This design comes from an exercise in tuning for small area on the open sky130 flow, not from production work.
No run shown here included a check of the RTL's function; only the layout flow was run.

$ cat design/flow/design.v
module rgb_to_ycrcb_converter
#(
	parameter DATAIN_WIDTH 	= 32,
	parameter DATAOUT_WIDTH = 32
)
(
	input		clk		,
	input		rst		,
	input      	[DATAIN_WIDTH-1:0]	datain	,
	input             		datain_valid	,
	output	reg		datain_ready			,
	output      	[DATAOUT_WIDTH-1:0]	dataout			,
	output  reg           		dataout_valid ,
	input				dataout_ready
);
	reg [7:0] R0, G0, B0;
	reg [7:0] Y2;
	reg [8:0] Q3;
	reg [8:0] Q4;
	reg v1;
	wire s0 = G0[0] ^ R0[0];
	wire c1 = ~G0[0] | R0[0];
	wire s2, c3;
	rgb_fa u4 (.a(~G0[1]), .b(R0[1]), .c(c1), .s(s2), .co(c3));
	wire s5, c6;
	rgb_fa u7 (.a(~G0[2]), .b(R0[2]), .c(c3), .s(s5), .co(c6));
	wire s8, c9;
	rgb_fa u10 (.a(~G0[3]), .b(R0[3]), .c(c6), .s(s8), .co(c9));
	wire s11, c12;
	rgb_fa u13 (.a(~G0[4]), .b(R0[4]), .c(c9), .s(s11), .co(c12));
	wire s14, c15;
	rgb_fa u16 (.a(~G0[5]), .b(R0[5]), .c(c12), .s(s14), .co(c15));
	wire s17, c18;
	rgb_fa u19 (.a(~G0[6]), .b(R0[6]), .c(c15), .s(s17), .co(c18));
	wire s20, c21;
	rgb_fa u22 (.a(~G0[7]), .b(R0[7]), .c(c18), .s(s20), .co(c21));
	wire s23 = B0[0] ^ G0[0];
	wire c24 = B0[0] | ~G0[0];
	wire s25, c26;
	rgb_fa u27 (.a(B0[1]), .b(~G0[1]), .c(c24), .s(s25), .co(c26));
	wire s28, c29;
	rgb_fa u30 (.a(B0[2]), .b(~G0[2]), .c(c26), .s(s28), .co(c29));
	wire s31, c32;
	rgb_fa u33 (.a(B0[3]), .b(~G0[3]), .c(c29), .s(s31), .co(c32));
	wire s34, c35;
	rgb_fa u36 (.a(B0[4]), .b(~G0[4]), .c(c32), .s(s34), .co(c35));
	wire s37, c38;
	rgb_fa u39 (.a(B0[5]), .b(~G0[5]), .c(c35), .s(s37), .co(c38));
	wire s40, c41;
	rgb_fa u42 (.a(B0[6]), .b(~G0[6]), .c(c38), .s(s40), .co(c41));
	wire s43, c44;
	rgb_fa u45 (.a(B0[7]), .b(~G0[7]), .c(c41), .s(s43), .co(c44));
	wire s46 = s0 ^ s20;
	wire c47 = ~s0 & s20;
	wire s48, c49;
	rgb_fa u50 (.a(~s2), .b(s11), .c(c21), .s(s48), .co(c49));
	wire s51, c52;
	assign c52 = c47 & s48;
	wire s54, c55;
	rgb_fa u56 (.a(s0), .b(~s5), .c(s14), .s(s54), .co(c55));
	wire s57, c58;
	assign c58 = (s54 & c49) | (s54 & c52) | (c49 & c52);
	wire s60, c61;
	rgb_fa u62 (.a(s2), .b(c55), .c(s17), .s(s60), .co(c61));
	wire s63, c64;
	assign c64 = (~s8 & s60) | (~s8 & c58) | (s60 & c58);
	wire s66, c67;
	rgb_fa u68 (.a(s0), .b(s5), .c(~s11), .s(s66), .co(c67));
	wire s69, c70;
	rgb_fa u71 (.a(s66), .b(c61), .c(s20), .s(s69), .co(c70));
	wire s72, c73;
	assign c73 = s69 & c64;
	wire s75, c76;
	rgb_fa u77 (.a(s2), .b(s8), .c(c67), .s(s75), .co(c76));
	wire s78, c79;
	rgb_fa u80 (.a(~s14), .b(s75), .c(c21), .s(s78), .co(c79));
	wire s81, c82;
	rgb_fa u83 (.a(c70), .b(s78), .c(c73), .s(s81), .co(c82));
	wire s84, c85;
	rgb_fa u86 (.a(~s31), .b(s37), .c(s37), .s(s84), .co(c85));
	wire s87, c88;
	rgb_fa u89 (.a(~s28), .b(c85), .c(s40), .s(s87), .co(c88));
	wire s90 = s84 ^ s87;
	wire c91 = ~s84 & ~s87;
	wire s92, c93;
	rgb_fa u94 (.a(s25), .b(~s31), .c(~s37), .s(s92), .co(c93));
	wire s95, c96;
	rgb_fa u97 (.a(s92), .b(c88), .c(s43), .s(s95), .co(c96));
	wire s98 = c91 ^ s95;
	wire c99 = c91 | ~s95;
	wire s100, c101;
	rgb_fa u102 (.a(~s28), .b(s34), .c(~c93), .s(s100), .co(c101));
	wire s103, c104;
	rgb_fa u105 (.a(s40), .b(~c44), .c(s100), .s(s103), .co(c104));
	wire s106, c107;
	rgb_fa u108 (.a(~c96), .b(s103), .c(c99), .s(s106), .co(c107));
	wire s109, c110;
	rgb_fa u111 (.a(s23), .b(~s31), .c(s37), .s(s109), .co(c110));
	wire s112, c113;
	rgb_fa u114 (.a(s109), .b(c101), .c(s43), .s(s112), .co(c113));
	wire s115, c116;
	rgb_fa u117 (.a(c104), .b(s112), .c(c107), .s(s115), .co(c116));
	wire s118 = s106 ^ s115;
	wire c119 = s106 | s115;
	wire s120, c121;
	rgb_fa u122 (.a(s25), .b(c110), .c(s40), .s(s120), .co(c121));
	wire s123, c124;
	rgb_fa u125 (.a(~s34), .b(c44), .c(s120), .s(s123), .co(c124));
	wire s126, c127;
	rgb_fa u128 (.a(c113), .b(s123), .c(c116), .s(s126), .co(c127));
	wire s129, c130;
	assign c130 = c119 & s126;
	wire s132, c133;
	rgb_fa u134 (.a(s28), .b(c121), .c(s43), .s(s132), .co(c133));
	wire s135, c136;
	rgb_fa u137 (.a(~s37), .b(c124), .c(s132), .s(s135), .co(c136));
	wire s138, c139;
	rgb_fa u140 (.a(s135), .b(c127), .c(c130), .s(s138), .co(c139));
	wire s141, c142;
	rgb_fa u143 (.a(G0[0]), .b(s5), .c(s31), .s(s141), .co(c142));
	wire s144, c145;
	rgb_fa u146 (.a(s11), .b(s141), .c(c76), .s(s144), .co(c145));
	wire s147, c148;
	rgb_fa u149 (.a(s17), .b(s40), .c(~c44), .s(s147), .co(c148));
	wire s150, c151;
	rgb_fa u152 (.a(s144), .b(c79), .c(c133), .s(s150), .co(c151));
	wire s153, c154;
	rgb_fa u155 (.a(~s147), .b(c136), .c(s150), .s(s153), .co(c154));
	wire s156, c157;
	rgb_fa u158 (.a(s153), .b(c82), .c(s81), .s(s156), .co(c157));
	wire s159, c160;
	rgb_fa u161 (.a(c139), .b(s156), .c(s138), .s(s159), .co(c160));
	wire s162, c163;
	rgb_fa u164 (.a(G0[1]), .b(s8), .c(c142), .s(s162), .co(c163));
	wire s165, c166;
	rgb_fa u167 (.a(s34), .b(s14), .c(s162), .s(s165), .co(c166));
	wire s168, c169;
	rgb_fa u170 (.a(s165), .b(~s20), .c(~s43), .s(s168), .co(c169));
	wire s171, c172;
	rgb_fa u173 (.a(c145), .b(~c148), .c(s168), .s(s171), .co(c172));
	wire s174, c175;
	rgb_fa u176 (.a(c151), .b(s171), .c(c154), .s(s174), .co(c175));
	wire s177, c178;
	rgb_fa u179 (.a(s174), .b(c157), .c(c160), .s(s177), .co(c178));
	wire s180, c181;
	rgb_ha u182 (.a(s159), .b(s177), .s(s180), .co(c181));
	wire s183, c184;
	rgb_fa u185 (.a(G0[2]), .b(s11), .c(c163), .s(s183), .co(c184));
	wire s186, c187;
	rgb_fa u188 (.a(s37), .b(s17), .c(c166), .s(s186), .co(c187));
	wire s189, c190;
	rgb_fa u191 (.a(s183), .b(~c21), .c(~c44), .s(s189), .co(c190));
	wire s192, c193;
	rgb_fa u194 (.a(s186), .b(c169), .c(s189), .s(s192), .co(c193));
	wire s195, c196;
	rgb_fa u197 (.a(c172), .b(s192), .c(c175), .s(s195), .co(c196));
	wire s198, c199;
	rgb_fa u200 (.a(s195), .b(c178), .c(c181), .s(s198), .co(c199));
	wire s201, c202;
	rgb_fa u203 (.a(G0[3]), .b(s14), .c(c184), .s(s201), .co(c202));
	wire s204, c205;
	rgb_fa u206 (.a(s40), .b(s20), .c(c187), .s(s204), .co(c205));
	wire s207, c208;
	rgb_fa u209 (.a(s201), .b(c190), .c(s204), .s(s207), .co(c208));
	wire s210, c211;
	rgb_fa u212 (.a(c193), .b(s207), .c(c196), .s(s210), .co(c211));
	wire s213, c214;
	rgb_fa u215 (.a(s210), .b(c199), .c(s198), .s(s213), .co(c214));
	wire s216, c217;
	rgb_fa u218 (.a(G0[4]), .b(s17), .c(c21), .s(s216), .co(c217));
	wire s219, c220;
	rgb_fa u221 (.a(c202), .b(s43), .c(s216), .s(s219), .co(c220));
	wire s222, c223;
	rgb_fa u224 (.a(c205), .b(s219), .c(c208), .s(s222), .co(c223));
	wire s225, c226;
	rgb_fa u227 (.a(s222), .b(c211), .c(c214), .s(s225), .co(c226));
	wire s228, c229;
	rgb_fa u230 (.a(G0[5]), .b(c44), .c(s20), .s(s228), .co(c229));
	wire s231, c232;
	rgb_fa u233 (.a(c217), .b(s228), .c(c220), .s(s231), .co(c232));
	wire s234, c235;
	rgb_fa u236 (.a(s231), .b(c223), .c(c226), .s(s234), .co(c235));
	wire s237, c238;
	rgb_fa u239 (.a(G0[6]), .b(c21), .c(c229), .s(s237), .co(c238));
	wire s240, c241;
	rgb_fa u242 (.a(s237), .b(c232), .c(c235), .s(s240), .co(c241));
	wire s243 = G0[7] ^ c238 ^ c241;
	wire s244 = R0[0] ^ s159;
	wire c245 = R0[0] | s159;
	wire s246, c247;
	rgb_fa u248 (.a(R0[1]), .b(c245), .c(~s180), .s(s246), .co(c247));
	wire s249, c250;
	rgb_fa u251 (.a(R0[2]), .b(s198), .c(c247), .s(s249), .co(c250));
	wire s252, c253;
	rgb_fa u254 (.a(R0[3]), .b(~s213), .c(c250), .s(s252), .co(c253));
	wire s255, c256;
	rgb_fa u257 (.a(R0[4]), .b(~s225), .c(c253), .s(s255), .co(c256));
	wire s258, c259;
	rgb_fa u260 (.a(R0[5]), .b(~s234), .c(c256), .s(s258), .co(c259));
	wire s261, c262;
	rgb_fa u263 (.a(Q3[6]), .b(Q3[7]), .c(~Y2[6]), .s(s261), .co(c262));
	wire s264, c265;
	rgb_fa u266 (.a(Q3[8]), .b(Y2[7]), .c(c262), .s(s264), .co(c265));
	wire s267, c268;
	rgb_ha u269 (.a(B0[0]), .b(s159), .s(s267), .co(c268));
	wire s270, c271;
	rgb_fa u272 (.a(B0[1]), .b(c268), .c(~s180), .s(s270), .co(c271));
	wire s273, c274;
	rgb_fa u275 (.a(B0[2]), .b(s198), .c(c271), .s(s273), .co(c274));
	wire s276, c277;
	rgb_fa u278 (.a(B0[3]), .b(~s213), .c(c274), .s(s276), .co(c277));
	wire s279, c280;
	rgb_fa u281 (.a(B0[4]), .b(~s225), .c(c277), .s(s279), .co(c280));
	wire s282, c283;
	rgb_fa u284 (.a(B0[5]), .b(~s234), .c(c280), .s(s282), .co(c283));
	wire s285, c286;
	rgb_fa u287 (.a(Q4[6]), .b(Q4[7]), .c(~Y2[6]), .s(s285), .co(c286));
	wire s288, c289;
	rgb_fa u290 (.a(Q4[8]), .b(Y2[7]), .c(c286), .s(s288), .co(c289));
	wire s291, c292;
	rgb_fa u293 (.a(Q3[4]), .b(c265), .c(s264), .s(s291), .co(c292));
	wire s294, c295;
	rgb_fa u296 (.a(s264), .b(c292), .c(s291), .s(s294), .co(c295));
	wire s297, c298;
	rgb_fa u299 (.a(Q3[3]), .b(s261), .c(c265), .s(s297), .co(c298));
	wire s300, c301;
	rgb_fa u302 (.a(s297), .b(c295), .c(s294), .s(s300), .co(c301));
	wire s303, c304;
	rgb_fa u305 (.a(Q3[4]), .b(s264), .c(c298), .s(s303), .co(c304));
	wire s306, c307;
	rgb_fa u308 (.a(s303), .b(c301), .c(s300), .s(s306), .co(c307));
	wire s309, c310;
	rgb_fa u311 (.a(Q3[5]), .b(c265), .c(c304), .s(s309), .co(c310));
	wire s312, c313;
	assign c313 = (s309 & c307) | (s309 & s306) | (c307 & s306);
	wire s315, c316;
	rgb_fa u317 (.a(Q3[0]), .b(s261), .c(c310), .s(s315), .co(c316));
	wire s318, c319;
	assign c319 = s315 & c313;
	wire s321, c322;
	rgb_fa u323 (.a(~Q3[1]), .b(s264), .c(c316), .s(s321), .co(c322));
	wire s324, c325;
	assign c325 = s321 & c319;
	wire s327, c328;
	rgb_fa u329 (.a(~Q3[2]), .b(c265), .c(c322), .s(s327), .co(c328));
	wire s330 = s327 ^ c325;
	wire c331 = s327 | c325;
	wire s332, c333;
	rgb_fa u334 (.a(Q3[0]), .b(Q3[3]), .c(~c328), .s(s332), .co(c333));
	wire s335 = c331 ^ s332;
	wire c336 = c331 | ~s332;
	wire s337, c338;
	rgb_fa u339 (.a(~Q3[1]), .b(Q3[4]), .c(c333), .s(s337), .co(c338));
	wire s340 = c336 ^ s337;
	wire c341 = c336 | ~s337;
	wire s342, c343;
	rgb_fa u344 (.a(~Q3[2]), .b(Q3[5]), .c(c338), .s(s342), .co(c343));
	wire s345 = c341 ^ s342;
	wire c346 = c341 | ~s342;
	wire s347, c348;
	rgb_fa u349 (.a(~Q3[3]), .b(s261), .c(c343), .s(s347), .co(c348));
	wire s350 = c346 ^ s347;
	wire c351 = c346 | ~s347;
	wire s352, c353;
	rgb_fa u354 (.a(~Q3[4]), .b(s264), .c(c348), .s(s352), .co(c353));
	wire s355 = c351 ^ s352;
	wire c356 = c351 | ~s352;
	wire s357, c358;
	rgb_fa u359 (.a(~Q3[5]), .b(c265), .c(c353), .s(s357), .co(c358));
	wire s360 = c356 ^ s357;
	wire c361 = c356 & ~s357;
	wire s362, c363;
	rgb_fa u364 (.a(s261), .b(~c358), .c(c361), .s(s362), .co(c363));
	wire s365 = s264 ^ c363 ^ s362;
	wire s366 = Q4[0] ^ Q4[5];
	wire c367 = ~Q4[0] & Q4[5];
	wire s368, c369;
	assign c369 = (Q4[1] & ~c367) | (Q4[1] & s288) | (~c367 & s288);
	wire s371, c372;
	rgb_fa u373 (.a(Q4[2]), .b(c289), .c(c369), .s(s371), .co(c372));
	wire s374, c375;
	rgb_fa u376 (.a(Q4[3]), .b(c372), .c(s371), .s(s374), .co(c375));
	wire s377, c378;
	rgb_fa u379 (.a(Q4[4]), .b(c375), .c(s374), .s(s377), .co(c378));
	wire s380, c381;
	rgb_fa u382 (.a(Q4[5]), .b(c378), .c(s377), .s(s380), .co(c381));
	wire s383, c384;
	rgb_fa u385 (.a(~Q4[0]), .b(s285), .c(c381), .s(s383), .co(c384));
	wire s386 = s380 ^ s383;
	wire c387 = ~s380 & ~s383;
	wire s388, c389;
	rgb_fa u390 (.a(~Q4[1]), .b(s288), .c(c384), .s(s388), .co(c389));
	wire s391 = c387 ^ s388;
	wire c392 = c387 & ~s388;
	wire s393, c394;
	rgb_fa u395 (.a(~Q4[2]), .b(c289), .c(c389), .s(s393), .co(c394));
	wire s396 = c392 ^ s393;
	wire c397 = c392 | ~s393;
	wire s398, c399;
	rgb_fa u400 (.a(Q4[3]), .b(~c394), .c(c397), .s(s398), .co(c399));
	wire s401, c402;
	rgb_fa u403 (.a(Q4[4]), .b(c399), .c(s398), .s(s401), .co(c402));
	wire s404, c405;
	rgb_fa u406 (.a(Q4[5]), .b(c402), .c(s401), .s(s404), .co(c405));
	wire s407, c408;
	rgb_fa u409 (.a(s285), .b(c405), .c(s404), .s(s407), .co(c408));
	wire s410, c411;
	rgb_fa u412 (.a(s288), .b(c408), .c(s407), .s(s410), .co(c411));
	wire s413 = c289 ^ c411 ^ s410;
	always @(posedge clk) begin
		R0 <= datain[15:8]; G0 <= datain[23:16]; B0 <= datain[31:24];
		Y2 <= {s243, s240, s234, s225, s213, s198, s180, s159};
		Q3 <= {R0[7], R0[6], c259, s258, s255, s252, s249, s246, s244};
		Q4 <= {B0[7], B0[6], c283, s282, s279, s276, s273, s270, s267};
		if (rst) begin
			datain_ready <= 1'b0; v1 <= 1'b0; dataout_valid <= 1'b0;
		end else begin
			datain_ready <= dataout_ready; v1 <= datain_valid; dataout_valid <= v1;
		end
	end
	assign dataout = {Y2 ^ 8'b10000101, {s365, s362, s360, s355, s350, s345, s340, s335} ^ 8'b01100000, {s413, s410, s407, s404, s401, s398, s396, s391} ^ 8'b11111101, 8'h00};
endmodule
module rgb_fa (input a, input b, input c, output s, output co);
	assign s = a ^ b ^ c;
	assign co = (a & b) | (a & c) | (b & c);
endmodule
module rgb_ha (input a, input b, output s, output co);
	assign s = a ^ b;
	assign co = a & b;
endmodule
$ cat design/flow/flow/run.sh
#!/bin/bash
set -euo pipefail
export BUFFER_PORTS_ARGS="-buffer_cell sky130_fd_sc_hd__buf_1"
bash standard.sh finish > standard_flow.log 2>&1
$ cat design/flow/standard.sh
#!/bin/bash
# synth_recipe.tcl (not shown) runs the flow's synth.tcl, then flattens the netlist and writes it again
# the make line also repeats each setting of config.mk as NAME=value (left out here)
make -C /OpenROAD-flow-scripts/flow DESIGN_CONFIG=/design/flow/config.mk WORK_HOME=/design/flow/orfs CLKGATE_MAP_FILE= SYNTH_SCRIPT=/design/flow/synth_recipe.tcl "${@:-finish}"
$ cat design/flow/config.mk
export PLATFORM = sky130hd
export DESIGN_NAME = rgb_to_ycrcb_converter
export DESIGN_NICKNAME = rgb_to_ycrcb_converter
export VERILOG_FILES = /design/flow/design.v
export SDC_FILE = /design/flow/constraint.sdc
export NUM_CORES = 4
export LEC_CHECK = 0
export CAP_MARGIN = 20
export CORE_MARGIN = 2
export CORE_UTILIZATION = 40
export SLEW_MARGIN = 20
export SYNTH_HIERARCHICAL = 1
$ cat design/flow/constraint.sdc
create_clock -name core_clock -period 10.0 [get_ports {clk}]
set_input_delay 2.0000 -clock core_clock [delete_from_list [all_inputs] [get_ports {clk}]]
set_output_delay 2.0000 -clock core_clock [all_outputs]
set_load 0.01 [all_outputs]
==> flow_summary.yaml, run 1 <==
outcome:
  outcome: "complete, no violations"
route:
  drc: 0
  firstDrtPassIters: 4
  via_count: 2072
  viasPerCell: 4.27
  first_iter_violations: 72
  drt_wl_total_um: 6850
  postRouteAntennaNets: 0
  wire_per_inst_um: 14.1
floorplan:
  core_area_um2: 9820
  dieArea_um2: 11000
  std_cell_rows: 36
  start_util_pct: 41.5
  fp.dieH_um: 105
  ioPinCount: 70
  die_x_um: 105
synth:
  synth_cells: 291
  synth.cell_area_um2: 4070
  synth_area_leaders: "fa_1, dfxtp_1, inv_1"
  netlist.area_leader.share_pct: 56.1
  synth_top_cell_by_area: "fa_1"
  syn_area_per_cell_um2: 14.0
  ys_seq_elements: 53
  ys_warn_count: 7
  yosysSeqAreaShare_pct: 26.1
  netlist-cell-type-count: 20
layout:
  final_cell_mix: "fa_1, inv_1, buf_1"
  stdcell_count: 485
  final_common_cell: "fa_1"
  layout-drive-gt1-share_pct: 11.4
  diodes: 0
  fin_area_um2: 4560
  area_delta_synth_final_pct: 12.1
  nets: 514
clock_network:
  cts_buffer_depth: 2
  clk_pin_slew_ns: 0.10
  cts_root_buf: "clkbuf_8"
  cts_inserted_buffers: 5
  clock_latency_ns: 0.32
  tritoncts: "yes"
  htree_levels: 2
  cts_num_sinks: 53
place:
  placedCellCount: 473
  dp_hpwl_um: 6270
  gp_congestion: 0.813
  dpl_cell_area_um2: 4380
  portBuffers: 53
global_routing:
  grt.total_usage_pct: 14.2
  overflow: 0
  grt_pass1_vias: 2400
  grt_max_degree: 20
  grt_pass1_wl_um: 11700
  antenna_found_initial: 0
sta:
  rsz0062_at_grt: "yes"
  hold_viol_final: 0
  report.final.slew_viol_count: 0
  fin_worst_skew_ns: 0.0126
  setup_viol: 0
  post-route-period-util_pct: 98.4
  fin_crit_ns: 9.84
  max_freq_mhz: 102
critical_path:
  cp_max_fo: 3
  path_cells: "inv_2, fa_2, fa_2, nor2_1, a31oi_4, fa_1, fa_1, fa_1, fa_2, fa_2, fa_2, fa_1, ha_1, inv_1, fa_1, fa_1, fa_1, fa_1, fa_2, inv_1, xnor2_1, buf_2"
  cp.buffers_inverters: 4
  critPathMaxStageDelay_ns: 0.59
  setup.worst_path.end_class: "output pin"
  critical_path.most_common_cell: "fa_1"
  startpoint_type: "flop"
  slowest_stage: "fa_2"
  crit_arrival_ns: 7.84
  path_delay_family: "adder cells"
  crit_required_ns: 8.00
  worstSetupPathType: "flop to output pin"
job:
  maxCapViolations: 0
min_path:
  worstHoldPathType: "flop to flop"
-- path summary, 6_finish.rpt --
kind,from,end,slack [ns],depth (start not counted)
worst max-delay path,Y2[6],dataout[15],0.16,22
worst min-delay path,B0[7],Q4[8],0.39,0
worst max register to register,B0[0],Q4[5],0.39,27
worst min register to register,B0[7],Q4[8],0.39,0
-- state kept, by name, summed over array words and instances, names as in the netlist --
name	flops
Q3	9
Q4	9
B0	8
G0	8
R0	8
Y2	8
datain_ready	1
dataout_valid	1
v1	1
-- stage by stage --
stage | setup TNS [ns] | worst slack, ns | util, % | hold slack [ns]
finish | 0 | 0.155 | 46.5 | 0.393
global route | -0.109 | -0.109 | 46.5 | 0.406
CTS | -0.0241 | -0.0241 | 45.9 | 0.397
detailed placement | 0 | 0.156 | 44.6 | 0.388
global placement | 0 | 0.267 | 44.6 | 0.387
floorplan | 0 | 0.525 | - | 0.359
-- cell usage after synthesis --
cell,count
nand2_1,1
nor2b_1,3
nand3b_1,1
o21a_1,1
maj3_2,1
a31oi_1,2
nand3_1,1
fa_1,114
conb_1,1
buf_4,20
inv_1,67
nor2_1,2
and3_1,1
ha_1,13
nand2b_1,1
o2111ai_1,1
o21ai_0,1
xnor2_1,6
nand4_1,1
dfxtp_1,53
-- what timing repair did --
| item | 4_1_cts | 5_1_grt |
|---|---|---|
| hold buffers | 0 | 0 |
| endpoints found under the setup margin | 2 | 7 |
| pin swaps | 8 | 10 |
| gates resized for setup | 10 | 9 |
| setup buffers | 1 | 3 |
-- cell families (layout without fill, tap and decap cells) --
family / after synthesis / in the layout / synth area share [%]
buffers and inverters: 87 / 141 / 9.87
flip-flops: 53 / 53 / 26.1
adder cells (fa/ha/maj): 128 / 128 / 60.3
XOR/XNOR: 6 / 6 / 1.29
AO/OA/AOI/OAI: 5 / 5 / 0.830
AND/OR/NAND/NOR: 11 / 11 / 1.51
other: 1 / 8 / 0.0921
-- modules after synthesis (local to each module, per instance) --
| module | flops+latches | times used |
|---|---|---|
| rgb_to_ycrcb_converter | 53 | 1 |
| rgb_ha | 0 | 2 |
| rgb_fa | 0 | 114 |
-- final cells by class --
type,instances,area (µm²)
fill,934,5260
multi-input combinational,158,2680
sequential,53,1060
timing repair buffer,66,298
inverter,67,251
tap,133,166
clock buffer,5,68.8
clock inverter,3,28.8
-- routing by layer --
metal,wire length (µm),global-route usage (%),vias up
met1,2960,19.9,1077
met4,61,3.71,0
met2,3380,22.8,65
met5,0,0,-
met3,450,3.12,4
li1,-,-,926
==> inputs of run 2 (changes only) <==
==> design/flow/flow/run.sh (replaced) <==
#!/bin/bash
set -euo pipefail
export BUFFER_PORTS_ARGS="-buffer_cell sky130_fd_sc_hd__buf_1"
export REMOVE_ABC_BUFFERS=1
bash standard.sh finish > standard_flow.log 2>&1
--- a/design/flow/config.mk
+++ b/design/flow/config.mk
@@ -10,2 +10,3 @@
 export CORE_UTILIZATION = 40
+export GPL_TIMING_DRIVEN = 0
 export SLEW_MARGIN = 20
==> run 2 against run 1 <==
Against the previous run:
- still clean on timing, DRC and antenna
- die area unchanged
- critical path depth stayed put
- register-to-register slack lost 0.04 ns
- count of clock-buffer cells in the layout did not move
- global-route usage about the same
- routed wire length is 0.53% lower
- hold slack better by 0.0016 ns
- synthesized cell count unchanged
- critical path type unchanged
- highest routed layer unchanged
==> flow_summary.yaml, run 2 <==
synth:
  yosysSeqAreaShare_pct: 26.1
  synth.cell_area_um2: 4070
  yosysMostFrequentCell: "fa_1"
  dominantRegCellSynth: "dfxtp_1"
  netlist-cell-type-count: 20
  ys_seq_elements: 53
  synth_top_cell_by_area: "fa_1"
  synthTopCellsByCount: "fa_1, inv_1, dfxtp_1"
  async_flop_share_pct: 0
  syn_area_per_cell_um2: 14.0
  ys_warn_count: 7
  synth_cells: 291
  synth_area_leaders: "fa_1, dfxtp_1, inv_1"
  synth_edf_count: 0
  netlist.area_leader.share_pct: 56.1
sta:
  hold_viol_final: 0
  fin_tns_setup_ns: 0
  report.final.slew_viol_count: 0
  max_freq_mhz: 101
  finalWorstSetupSlack_ns: 0.142
  post-route-period-util_pct: 98.6
  fin_worst_skew_ns: 0.0137
  fin_crit_ns: 9.86
  rsz0062_at_grt: "yes"
  whs_ns: 0.395
  setup_viol: 0
route:
  wl_met1_um: 2980
  postRouteAntennaNets: 0
  wl_met2_um: 3320
  drt_wl_total_um: 6810
  wire_per_inst_um: 14.2
  via_count: 2030
  routed-wl-met3_um: 437
  drc: 0
  dr.max_layer_used: "met4"
  first_iter_violations: 40
  viasPerCell: 4.22
  firstDrtPassIters: 4
job:
  maxCapViolations: 0
global_routing:
  overflow: 0
  grt_pass1_vias: 2355
  grt_pass1_wl_um: 11800
  antenna_found_initial: 0
  grt_max_degree: 20
  grt.total_usage_pct: 14.3
clock_network:
  cts_inserted_buffers: 5
  cts_root_buf: "clkbuf_8"
  holdBufCountCts: 0
  clock_latency_ns: 0.32
  htree_levels: 2
  cts_buffer_depth: 2
  tritoncts: "yes"
  cts_num_sinks: 53
  clk_pin_slew_ns: 0.10
floorplan:
  ioPinCount: 70
  dieArea_um2: 11000
  die_x_um: 105
  std_cell_rows: 36
  start_util_pct: 41.5
  fp.dieH_um: 105
  core_area_um2: 9820
critical_path:
  startpoint_type: "flop"
  crit-reg2reg-launch: "G0[0]"
  r2r_slack_ns: 0.35
  r2r-end: "Q4[5]"
  setup.worst_path.end_class: "output pin"
  crit_arrival_ns: 7.86
  reg2reg_depth: 26
  cp_max_fo: 3
  crit_required_ns: 8.00
  worstSetupPathType: "flop to output pin"
place:
  dp_slack_ns: -0.156
  dp_hpwl_um: 6190
  portBuffers: 53
  gp_congestion: 0.803
  dpl_cell_area_um2: 4310
min_path:
  holdPathEnd: "Q3[7]"
  worstHoldPathType: "flop to flop"
  min_path_cells: 0
  hold_start: "R0[6]"
layout:
  nets: 510
  final_common_cell: "fa_1"
  area_delta_synth_final_pct: 10.9
  fin_area_um2: 4520
  reg_top3: "Q3: 9 flops, Q4: 9 flops"
  layout-drive-gt1-share_pct: 10.1
  final_cell_mix: "fa_1, inv_1, buf_1"
  diodes: 0
outcome:
  outcome: "complete, no violations"
==> run 2: cell types whose count changed in the layout (fill, tap and decap cells not counted) <==
cell / before / now
nand2_2: 1 / 0
buf_4: 13 / 9
inv_1: 66 / 65
a31oi_4: 1 / 0
dfxtp_4: 0 / 1
xnor2_1: 5 / 6
xnor2_2: 1 / 0
nand2_1: 0 / 1
dfxtp_2: 3 / 2
a31oi_2: 0 / 1
inv_2: 1 / 2
==> run 2: layer usage <==
layer	GRT usage, %	vias up
li1	-	922
met1	19.2	1037
met2	23.4	64
met3	3.62	7
met4	3.43	0
met5	0	-
==> run 2: timing repair <==
action | in CTS | in global routing
pin swaps | 8 | 9
gates resized for setup | 13 | 5
buffers inserted | 4 | 5
endpoints found under the setup margin | 7 | 7
==> run 2: cell type report <==
type,instances,area (µm²)
clock buffers,5,68.8
inverters,67,251
multi-input cells,158,2670
repair buffers,62,268
fillers,908,5300
flip-flops and latches,53,1070
clock inverters,3,28.8
well taps,133,166
==> run 2: worst max path at each step <==
stage	slack (ns)	endpoint	startpoint
2_1_floorplan	0.45	dataout[15]	Y2[6]
3_3_place_gp	-0.1	Q4[5]	G0[0]
3_5_place_dp	-0.16	Q4[5]	G0[0]
4_1_cts	-0.07	dataout[15]	Y2[6]
5_1_grt	-0.18	dataout[15]	Y2[6]
6_report	0.14	dataout[15]	Y2[6]
==> run 2: per-module statistics from Yosys, one instance, submodules excluded <==
module	flops+latches	area, µm²	cells inside
rgb_fa	0	20.0	1
rgb_to_ycrcb_converter	53	1760	175
rgb_ha	0	12.5	1
==> run 2: kinds of logic (layout without fill, tap and decap cells) <==
group | after synthesis | after routing | share of synthesized area (%)
other | 1 | 8 | 0.0921
AND/OR/NAND/NOR | 11 | 11 | 1.51
AO/OA/AOI/OAI | 5 | 5 | 0.830
buffers and inverters | 87 | 137 | 9.87
flip-flops | 53 | 53 | 26.1
XOR/XNOR | 6 | 6 | 1.29
adder cells (fa/ha/maj) | 128 | 128 | 60.3
==> run 2: worst max-delay path, stage by stage, from the launching register on <==
cell	delay, ns
dfxtp_2	0.35
inv_2	0.05
fa_2	0.33
fa_2	0.59
nand2_1	0.08
a31oi_2	0.14
fa_1	0.45
fa_1	0.51
fa_1	0.45
fa_2	0.38
fa_2	0.35
fa_2	0.35
fa_1	0.50
ha_1	0.15
inv_1	0.05
fa_1	0.51
fa_1	0.45
fa_1	0.54
fa_1	0.45
fa_2	0.54
inv_1	0.05
xnor2_1	0.13
buf_2	0.14
==> run 2: stage by stage <==
step	cells	utilization [%]
2_1_floorplan	278	-
3_3_place_gp	464	43.9
3_5_place_dp	464	43.9
4_1_cts	476	45.5
5_1_grt	481	46.0
6_report	481	46.0
==> inputs of run 3 (changes only) <==
--- a/design/flow/design.v
+++ b/design/flow/design.v
@@ -216,5 +216,5 @@
 	wire s285, c286;
-	rgb_fa u287 (.a(Q4[6]), .b(Q4[7]), .c(~Y2[6]), .s(s285), .co(c286));
+	rgb_fa u287 (.a(B0[6]), .b(~s240), .c(c283), .s(s285), .co(c286));
 	wire s288, c289;
-	rgb_fa u290 (.a(Q4[8]), .b(Y2[7]), .c(c286), .s(s288), .co(c289));
+	rgb_fa u290 (.a(Q4[7]), .b(Q4[8]), .c(Y2[7]), .s(s288), .co(c289));
 	wire s291, c292;
@@ -287,3 +287,3 @@
 	wire s383, c384;
-	rgb_fa u385 (.a(~Q4[0]), .b(s285), .c(c381), .s(s383), .co(c384));
+	rgb_fa u385 (.a(~Q4[0]), .b(Q4[6]), .c(c381), .s(s383), .co(c384));
 	wire s386 = s380 ^ s383;
@@ -305,3 +305,3 @@
 	wire s407, c408;
-	rgb_fa u409 (.a(s285), .b(c405), .c(s404), .s(s407), .co(c408));
+	rgb_fa u409 (.a(Q4[6]), .b(c405), .c(s404), .s(s407), .co(c408));
 	wire s410, c411;
@@ -313,3 +313,3 @@
 		Q3 <= {R0[7], R0[6], c259, s258, s255, s252, s249, s246, s244};
-		Q4 <= {B0[7], B0[6], c283, s282, s279, s276, s273, s270, s267};
+		Q4 <= {B0[7], c286, s285, s282, s279, s276, s273, s270, s267};
 		if (rst) begin
==> design/flow/flow/run.sh (replaced) <==
#!/bin/bash
set -euo pipefail
export BUFFER_PORTS_ARGS="-buffer_cell sky130_fd_sc_hd__buf_1"
bash standard.sh finish > standard_flow.log 2>&1
--- a/design/flow/config.mk
+++ b/design/flow/config.mk
@@ -10,3 +10,2 @@
 export CORE_UTILIZATION = 40
-export GPL_TIMING_DRIVEN = 0
 export SLEW_MARGIN = 20
==> run 3 against run 2 <==
Against the previous run:
- still clean
- global-route usage down 0.10 points
- final area up 2.4%
- synthesized area about the same
- sequential cell count unchanged
- largest cell class unchanged
==> flow_summary.yaml, run 3 <==
floorplan:
  start_util_pct: 41.5
  ioPinCount: 70
  std_cell_rows: 36
  core_area_um2: 9820
  fp.dieH_um: 105
  dieArea_um2: 11000
  die_x_um: 105
synth:
  async_flop_share_pct: 0
  synth.cell_area_um2: 4070
  synth_area_leaders: "fa_1, dfxtp_1, inv_1"
  dominantRegCellSynth: "dfxtp_1"
  netlist-cell-type-count: 20
  ys_seq_elements: 53
  yosysMostFrequentCell: "fa_1"
  netlist.area_leader.share_pct: 56.0
  yosysSeqAreaShare_pct: 26.0
  synth_top_cell_by_area: "fa_1"
  synth_cells: 292
  syn_area_per_cell_um2: 14.0
  synth_edf_count: 0
  ys_warn_count: 7
  synthTopCellsByCount: "fa_1, inv_1, dfxtp_1"
clock_network:
  clock_latency_ns: 0.31
  tritoncts: "yes"
  htree_levels: 2
  clk_pin_slew_ns: 0.11
  cts_inserted_buffers: 5
  cts_buffer_depth: 2
  holdBufCountCts: 0
  cts_num_sinks: 53
  cts_root_buf: "clkbuf_8"
layout:
  area_delta_synth_final_pct: 13.5
  final_util_pct: 47.1
  layout-drive-gt1-share_pct: 14.9
  final_common_cell: "fa_1"
  reg_top3: "Q3: 9 flops, Q4: 9 flops"
  diodes: 0
  nets: 524
  final_cell_mix: "fa_1, inv_1, buf_1"
critical_path:
  startpoint_type: "flop"
  critPathMaxStageDelay_ns: 0.62
  slowest_stage: "fa_2"
  worstSetupPathType: "flop to flop"
  setup.worst_path.end_class: "flop"
  crit_required_ns: 10.18
  crit_arrival_ns: 9.91
  critical_path.most_common_cell: "fa_2"
  cp_max_fo: 5
sta:
  setup_viol: 0
  finalWorstSetupSlack_ns: 0.276
  fin_worst_skew_ns: 0.0119
  fin_crit_ns: 9.72
  report.final.slew_viol_count: 0
  post-route-period-util_pct: 97.2
  hold_viol_final: 0
  rsz0062_at_grt: "no"
  max_freq_mhz: 103
  whs_ns: 0.390
place:
  dp_slack_ns: -0.165
  gp_congestion: 0.825
  dp_hpwl_um: 6500
  portBuffers: 53
global_routing:
  grt_max_degree: 20
  grt.total_usage_pct: 14.2
  overflow: 0
  antenna_found_initial: 0
  grt_pass1_wl_um: 12100
  grt_pass1_vias: 2476
job:
  maxCapViolations: 0
outcome:
  outcome: "complete, no violations"
route:
  drc: 0
  firstDrtPassIters: 4
  drt_wl_total_um: 6980
  first_iter_violations: 59
  wire_per_inst_um: 14.1
  postRouteAntennaNets: 0
  via_count: 2105
  viasPerCell: 4.25
min_path:
  worstHoldPathType: "flop to flop"
## run 3: layer usage
metal	global-route usage [%]	part of all wire, %	wire length, µm
met4	1.81	0.63	44
met5	0	0	0
met3	2.68	4.8	338
met1	19.8	45	3150
met2	23.8	49	3440
## run 3: area by class of cell
class,instances,area (µm²)
clock buffers,5,68.8
clock inverters,3,28.8
fillers,910,5190
inverters,68,255
multi-input cells,158,2680
flip-flops and latches,53,1060
well taps,133,166
repair buffers,75,364
## run 3: worst paths after layout
path | from | end | slack, ns | cells after the start
min reg2reg | B0[7] | Q4[8] | 0.39 | 0
max | B0[0] | Q4[6] | 0.28 | 28
min | B0[7] | Q4[8] | 0.39 | 0
max reg2reg | B0[0] | Q4[6] | 0.28 | 28
## run 3: kinds of logic (layout without fill, tap and decap cells)
logic type,count (synthesis),after routing,share of synthesized area [%]
buf+inv,88,151,9.95
simple gates,11,11,1.51
compound gates,5,5,0.829
flops,53,53,26.0
fa+ha+maj,128,128,60.3
xor+xnor,6,6,1.29
other cells,1,8,0.0920
## run 3: timing repair
item,4_1_cts,5_1_grt
pin swaps,3,13
resized for setup,5,18
buffers inserted,2,4
endpoints found under the setup margin,2,3
## run 3: worst max-delay path: cells and delay by family (launching register included)
family | cells | cell delay (ns)
buffers and inverters | 5 | 0.30
AOI/OAI and AO/OA | 1 | 0.14
adders and majority gates | 22 | 8.82
DFF | 1 | 0.33
## run 3: per-module statistics from Yosys (local to each module, per instance)
module	area, µm²	flip-flops and latches
rgb_to_ycrcb_converter	1770	53
rgb_ha	12.5	0
rgb_fa	20.0	0
## run 3: through the flow
step	setup TNS [ns]	instance area (µm²)	instances
floorplan	0	4100	299
global placement	-0.0745	4440	481
detailed placement	-0.202	4440	481
CTS	0	4560	491
global route	0	4620	495
finish	0	4620	495
==> inputs of run 4 (changes only) <==
--- a/design/flow/design.v
+++ b/design/flow/design.v
@@ -200,5 +200,5 @@
 	wire s261, c262;
-	rgb_fa u263 (.a(Q3[6]), .b(Q3[7]), .c(~Y2[6]), .s(s261), .co(c262));
+	rgb_fa u263 (.a(R0[6]), .b(~s240), .c(c259), .s(s261), .co(c262));
 	wire s264, c265;
-	rgb_fa u266 (.a(Q3[8]), .b(Y2[7]), .c(c262), .s(s264), .co(c265));
+	rgb_fa u266 (.a(Q3[7]), .b(Q3[8]), .c(Y2[7]), .s(s264), .co(c265));
 	wire s267, c268;
@@ -224,3 +224,3 @@
 	wire s297, c298;
-	rgb_fa u299 (.a(Q3[3]), .b(s261), .c(c265), .s(s297), .co(c298));
+	rgb_fa u299 (.a(Q3[3]), .b(Q3[6]), .c(c265), .s(s297), .co(c298));
 	wire s300, c301;
@@ -236,3 +236,3 @@
 	wire s315, c316;
-	rgb_fa u317 (.a(Q3[0]), .b(s261), .c(c310), .s(s315), .co(c316));
+	rgb_fa u317 (.a(Q3[0]), .b(Q3[6]), .c(c310), .s(s315), .co(c316));
 	wire s318, c319;
@@ -260,3 +260,3 @@
 	wire s347, c348;
-	rgb_fa u349 (.a(~Q3[3]), .b(s261), .c(c343), .s(s347), .co(c348));
+	rgb_fa u349 (.a(~Q3[3]), .b(Q3[6]), .c(c343), .s(s347), .co(c348));
 	wire s350 = c346 ^ s347;
@@ -272,3 +272,3 @@
 	wire s362, c363;
-	rgb_fa u364 (.a(s261), .b(~c358), .c(c361), .s(s362), .co(c363));
+	rgb_fa u364 (.a(Q3[6]), .b(~c358), .c(c361), .s(s362), .co(c363));
 	wire s365 = s264 ^ c363 ^ s362;
@@ -312,3 +312,3 @@
 		Y2 <= {s243, s240, s234, s225, s213, s198, s180, s159};
-		Q3 <= {R0[7], R0[6], c259, s258, s255, s252, s249, s246, s244};
+		Q3 <= {R0[7], c262, s261, s258, s255, s252, s249, s246, s244};
 		Q4 <= {B0[7], c286, s285, s282, s279, s276, s273, s270, s267};
==> run 4 against run 3 <==
Against the previous run:
- still clean on timing, DRC and antenna
- maximum frequency hardly changed
- die area hardly changed
- synthesized cell count is 0.34% lower
- cell count is 0.20% lower
- hold slack better by 0.011 ns
- synthesized area hardly changed
- routed wire length is 1.1% higher
- setup slack better by 0.0061 ns
- critical endpoint is now dataout[15]
==> flow_summary.yaml, run 4 <==
global_routing:
  grt_util_met1_pct: 19.9
  grt.total_usage_pct: 14.4
  grt_max_degree: 20
  antenna_found_initial: 0
  grt_util_met2_pct: 23.3
  grt_pass1_vias: 2413
  grt_pass1_wl_um: 12100
  overflow: 0
  top_usage_layer: "met2"
  met3_usage_pct: 3.24
sta:
  fin_tns_setup_ns: 0
  finalWorstSetupSlack_ns: 0.282
  fin_crit_ns: 9.72
  max_freq_mhz: 103
  whs_ns: 0.402
  setup_viol: 0
  report.final.slew_viol_count: 0
  post-route-period-util_pct: 97.2
  fin_worst_skew_ns: 0.0124
  rsz0062_at_grt: "no"
  hold_viol_final: 0
critical_path:
  startpoint_type: "flop"
  reg2reg_depth: 28
  worstSetupPathType: "flop to output pin"
  r2r-end: "Q4[6]"
  crit_required_ns: 8.00
  crit_arrival_ns: 7.72
  setup.worst_path.end_class: "output pin"
  r2r_slack_ns: 0.29
  cp_max_fo: 4
  crit-reg2reg-launch: "B0[0]"
synth:
  yosysMostFrequentCell: "fa_1"
  ys_warn_count: 7
  synth_area_leaders: "fa_1, dfxtp_1, inv_1"
  syn_area_per_cell_um2: 14.0
  synth_top_cell_by_area: "fa_1"
  netlist-cell-type-count: 20
  ys_seq_elements: 53
  dominantRegCellSynth: "dfxtp_1"
  netlist.area_leader.share_pct: 56.1
  synth.cell_area_um2: 4070
  synth_cells: 291
  async_flop_share_pct: 0
  yosysSeqAreaShare_pct: 26.1
  synthTopCellsByCount: "fa_1, inv_1, dfxtp_1"
  synth_edf_count: 0
job:
  maxCapViolations: 0
clock_network:
  clock_latency_ns: 0.32
  cts_inserted_buffers: 5
  cts_buffer_depth: 2
  clk_pin_slew_ns: 0.11
  tritoncts: "yes"
  holdBufCountCts: 0
  cts_num_sinks: 53
  cts_root_buf: "clkbuf_8"
  htree_levels: 2
place:
  gp_congestion: 0.780
  dp_hpwl_um: 6460
  portBuffers: 53
  dpl_cell_area_um2: 4430
  dp_slack_ns: -0.240
floorplan:
  fp.dieH_um: 105
  dieArea_um2: 11000
  die_x_um: 105
  start_util_pct: 41.5
  std_cell_rows: 36
  core_area_um2: 9820
  ioPinCount: 70
layout:
  reg_top3: "Q3: 9 flops, Q4: 9 flops"
  area_delta_synth_final_pct: 14.2
  diodes: 0
  fin_area_um2: 4650
  final_util_pct: 47.3
  nets: 523
  final_cell_mix: "fa_1, inv_1, buf_1"
  final_common_cell: "fa_1"
  layout-drive-gt1-share_pct: 16.1
min_path:
  holdPathEnd: "Q3[8]"
  min_path_cells: 0
  worstHoldPathType: "flop to flop"
  hold_start: "R0[7]"
route:
  firstDrtPassIters: 4
  wire_per_inst_um: 14.3
  via_count: 2059
  first_iter_violations: 44
  postRouteAntennaNets: 0
  drc: 0
  drt_wl_total_um: 7050
  viasPerCell: 4.17
outcome:
  outcome: "complete, no violations"
==> run 4: layout make-up <==
| class | instances | area, µm² |
|---|---|---|
| clock buffer | 5 | 68.8 |
| timing repair buffer | 75 | 365 |
| multi-input combinational | 158 | 2700 |
| fill | 918 | 5170 |
| sequential | 53 | 1060 |
| clock inverter | 3 | 28.8 |
| inverter | 67 | 251 |
| tap | 133 | 166 |
==> run 4: worst max path at each step <==
stage               start     endpoint  slack, ns  depth (start not counted)
finish              Y2[7]  dataout[15]       0.28                         20
global route        B0[0]        Q4[6]       0.01                         28
CTS                 B0[0]        Q4[6]       0.01                         28
detailed placement  B0[0]        Q4[6]      -0.24                         28
global placement    G0[0]        Q4[6]       -0.1                         27
floorplan           G0[0]        Q3[6]       0.23                         27
==> run 4: cell families (layout without fill, tap and decap cells) <==
family          after synthesis  after routing  synth area share, %
compound gates                5              5                0.830
fa+ha+maj                   128            128                 60.3
simple gates                 11             11                 1.51
other cells                   1              8               0.0921
flops                        53             53                 26.1
buf+inv                      87            150                 9.87
xor+xnor                      6              6                 1.29
==> run 4: modules after synthesis, one instance, submodules excluded <==
| module | cells | times used | cell area [µm²] | flops+latches |
|---|---|---|---|---|
| rgb_to_ycrcb_converter | 175 | 1 | 1760 | 53 |
| rgb_fa | 1 | 114 | 20.0 | 0 |
| rgb_ha | 1 | 2 | 12.5 | 0 |
==> run 4: stage by stage <==
step	std cells
after floorplan	298
after global placement	480
after detailed placement	480
after CTS	490
after global routing	494
final	494
==> run 4: what timing repair did <==
action	in CTS	in global routing
resized for setup	9	19
pin swaps	7	12
setup endpoints to repair	4	5
buffers inserted	2	4
==> run 4: worst max-delay path, stage by stage (launching register included) <==
cell      delay (ns)
dfxtp_2         0.36
fa_2            0.64
nand2_1         0.11
a31oi_4         0.21
fa_1            0.43
fa_1            0.51
fa_1            0.42
fa_1            0.40
fa_2            0.36
fa_1            0.40
fa_1            0.45
ha_1            0.20
inv_1           0.07
fa_1            0.45
fa_1            0.52
fa_1            0.57
fa_1            0.46
fa_1            0.42
xnor2_2         0.15
xnor2_1         0.13
clkbuf_2        0.15
==> run 4: per-layer routing <==
layer	share of wire, %	up-vias
met4	0.81	0
met5	0	-
met1	45	1052
met3	4.7	5
li1	-	946
met2	50	56

## separate check: timing with driven ports
How much do the figures lean on ideal ports? The routed layouts below were timed once more, with nothing changed but the port constraints.
Step 1 (the two cells are an assumption about what drives the block):
set clk [get_ports {clk}]
set_driving_cell -lib_cell sky130_fd_sc_hd__clkbuf_16 $clk
set_driving_cell -lib_cell sky130_fd_sc_hd__buf_2 [delete_from_list [all_inputs] $clk]
Step 2 also shifts input and output timing later by t, the mid clock arrival at the registers, as if the neighbouring blocks saw the same clock.
a / b / c = ideal / step 1 / step 2; a / b = the first two.
run	t (ns)	setup WS [ns]	worst setup path at the end	worst data-port slew with drivers (ns)	pins driven straight from the clock port
run 1	0.347	0.155 / 0.123 / 0.392	register to register	0.03	1
run 2	0.343	0.142 / 0.109 / 0.348	register to register	0.04	1
run 3	0.329	0.276 / 0.276 / 0.276	register to register	0.04	1
run 4	0.341	0.282 / 0.250 / 0.293	register to register	0.04	1
After both steps setup and hold are still met in every run listed.
